What follows belongs to an exercise in optimizing a design on an open flow for small area and a short achievable clock period; a production flow would make more cautious choices.
Function was checked by simulation only, so behaviour that the tests miss may differ from the original.

## v33
## mul_pipe_single
module mul_pipe_single #(
  parameter XLEN    = 32,
  parameter RD_BITS = 5,
  parameter TAG_W   = 4
) (
  input  wire                 clk,
  input  wire                 rst,
  input  wire                 EX_mul,
  input  wire [XLEN-1:0]      EX_mul_a,
  input  wire [XLEN-1:0]      EX_mul_b,
  input  wire [RD_BITS-1:0]   EX_mul_rd,
  input  wire [TAG_W-1:0]     EX_mul_tag,
  input  wire                 MEM_we,     
  input  wire                 MEM_jlx,    
  output wire                 mul_result_valid,
  output wire [XLEN-1:0]      mul_result,
  output wire [RD_BITS-1:0]   mul_rd,           
  output wire [TAG_W-1:0]     mul_result_tag,   
  output wire                 mul_busy,
  output wire [RD_BITS-1:0]   mul_busy_rd,
  output wire [TAG_W-1:0]     mul_busy_tag,
  output wire                 mul_wb_conflict_stall,
  output wire                 mul_issue_stall
);
For scale: ~820 cells after synthesis, roughly 130 I/O pins.
export LEC_CHECK = 0
export CAP_MARGIN = 20
export CORE_MARGIN = 2
export CORE_UTILIZATION = 40
export SLEW_MARGIN = 20
create_clock -name core_clock -period 10.0 [get_ports {clk}]
standard.sh (not shown) runs the stock make flow with config.mk's settings and CLKGATE_MAP_FILE= SYNTH_SCRIPT=/design/flow/synth_recipe.tcl, a recipe that flattens the netlist after the stock synthesis.
==> flow/flow/run.sh <==
#!/bin/bash
# Layout flow: the standard ORFS flow (standard.sh, unchanged synthesis), with
#  - after synthesis, flow/polarity.py flips full-adder cells (FA(~a,~b,~c) = ~FA(a,b,c))
#    so that fewer inverters are needed around them; registers are untouched
#  - port buffers made of plain buffers instead of the delay cells buffer_ports picks
set -euo pipefail
cd "$(dirname "$0")/.."
source flow/params.sh
export BUFFER_PORTS_ARGS
export SETUP_SLACK_MARGIN
R=orfs/results/sky130hd/mul_pipe_single/base
bash standard.sh synth > synth.log 2>&1
if [[ "${POLARITY:-1}" == 1 ]]; then
  cp $R/1_2_yosys.v $R/1_2_yosys.std.v
  python3 flow/polarity.py $R/1_2_yosys.std.v $R/1_2_yosys.v > polarity.log 2>&1
  rm -f $R/1_synth.odb
fi
bash standard.sh > standard.log 2>&1
==> flow/flow/params.sh <==
BUFFER_PORTS_ARGS="-buffer_cell sky130_fd_sc_hd__buf_1"
SETUP_SLACK_MARGIN=5.2
POLARITY=1
Other scripts of this flow, unchanged in this note and not shown: flow/flow/polarity.py
diff inputs: v33 => v8
--- a/flow/flow/params.sh
+++ b/flow/flow/params.sh
@@ -2 +2 @@
-SETUP_SLACK_MARGIN=5.2
+SETUP_SLACK_MARGIN=5.4
Notes after the runs:
- Non-clock buffer contribution to total cell area (lower): v33
- When the final numbers for v33 and v8 were put side by side, the routability congestion estimate from global placement turned out to be greater in v8.
- Reported for v33 and v8, floorplan die area turned out identical to the last digit.
- v8 vs. v33: post-route cell area went up by about 2.7%.
Relative to v8, the following input files were edited for v39:
Settings: setting CTS_BUF_LIST to sky130_fd_sc_hd__clkbuf_8 sky130_fd_sc_hd__clkbuf_16 for the first time.
--- a/flow/flow/params.sh
+++ b/flow/flow/params.sh
@@ -2 +2 @@
-SETUP_SLACK_MARGIN=5.4
+SETUP_SLACK_MARGIN=5.0
Findings:
Compared with v8, v39 shows a higher number of fill cells.
Hold slack on v39 is behind v8.
v8 has lower share of the clock period used by the worst path after layout than v39.
Compared to v8, v39 reaches a lower achievable clock.
The global-route usage over all layers of v39 is lower than that of v8.
Going from v8 to v39, final non-filler cell area decreased by 350 µm² relative to the old numbers, worst setup slack went down, area added between synthesis and finish shows a reduction of 4.0 points.
Sequential share of layout area in v39 is 0.92 points above v8.
Input changes introduced in v54 (baseline for comparison: v39):
Settings: clearing CTS_BUF_LIST, which used to be sky130_fd_sc_hd__clkbuf_8 sky130_fd_sc_hd__clkbuf_16.
--- a/flow/flow/params.sh
+++ b/flow/flow/params.sh
@@ -2 +2 @@
-SETUP_SLACK_MARGIN=5.0
+SETUP_SLACK_MARGIN=4.8
==> comparison <==
Detailed-route wire length of v54 is on par with v39.
NOTE sum of routed wire segments on met1 v39->v54 increased slightly
v39 and v54 ended up with roughly the same delay contributed by the slowest stage of the critical path.
Slew of the pin with the lowest slew margin was higher in the run labelled v54.

==> what the ideal ports hide <==
How much do the figures lean on ideal ports? The routed layouts below were timed once more, with nothing changed but the port constraints. Step 1, drivers: a clkbuf_16 drives clk and a buf_2 each remaining input, both assumed. Step 2, shift: input delay + t, output delay - t, t = (earliest + latest rising clock arrival at the registers) / 2. This alone moves slack from input paths to output paths. Slacks: ideal / step 1 / step 2; pairs: ideal / step 1.
| run | t (ns) | setup WS [ns] | worst data-port slew with drivers (ns) |
|---|---|---|---|
| v33 | 0.407 | 5.440 / 5.440 / 5.440 | 0.08 |
| v8 | 0.416 | 5.543 / 5.543 / 5.543 | 0.07 |
| v39 | 0.409 | 5.337 / 5.337 / 5.337 | 0.08 |
| v54 | 0.408 | 5.183 / 5.183 / 5.183 | 0.08 |
After both steps setup and hold are still met in every run listed.
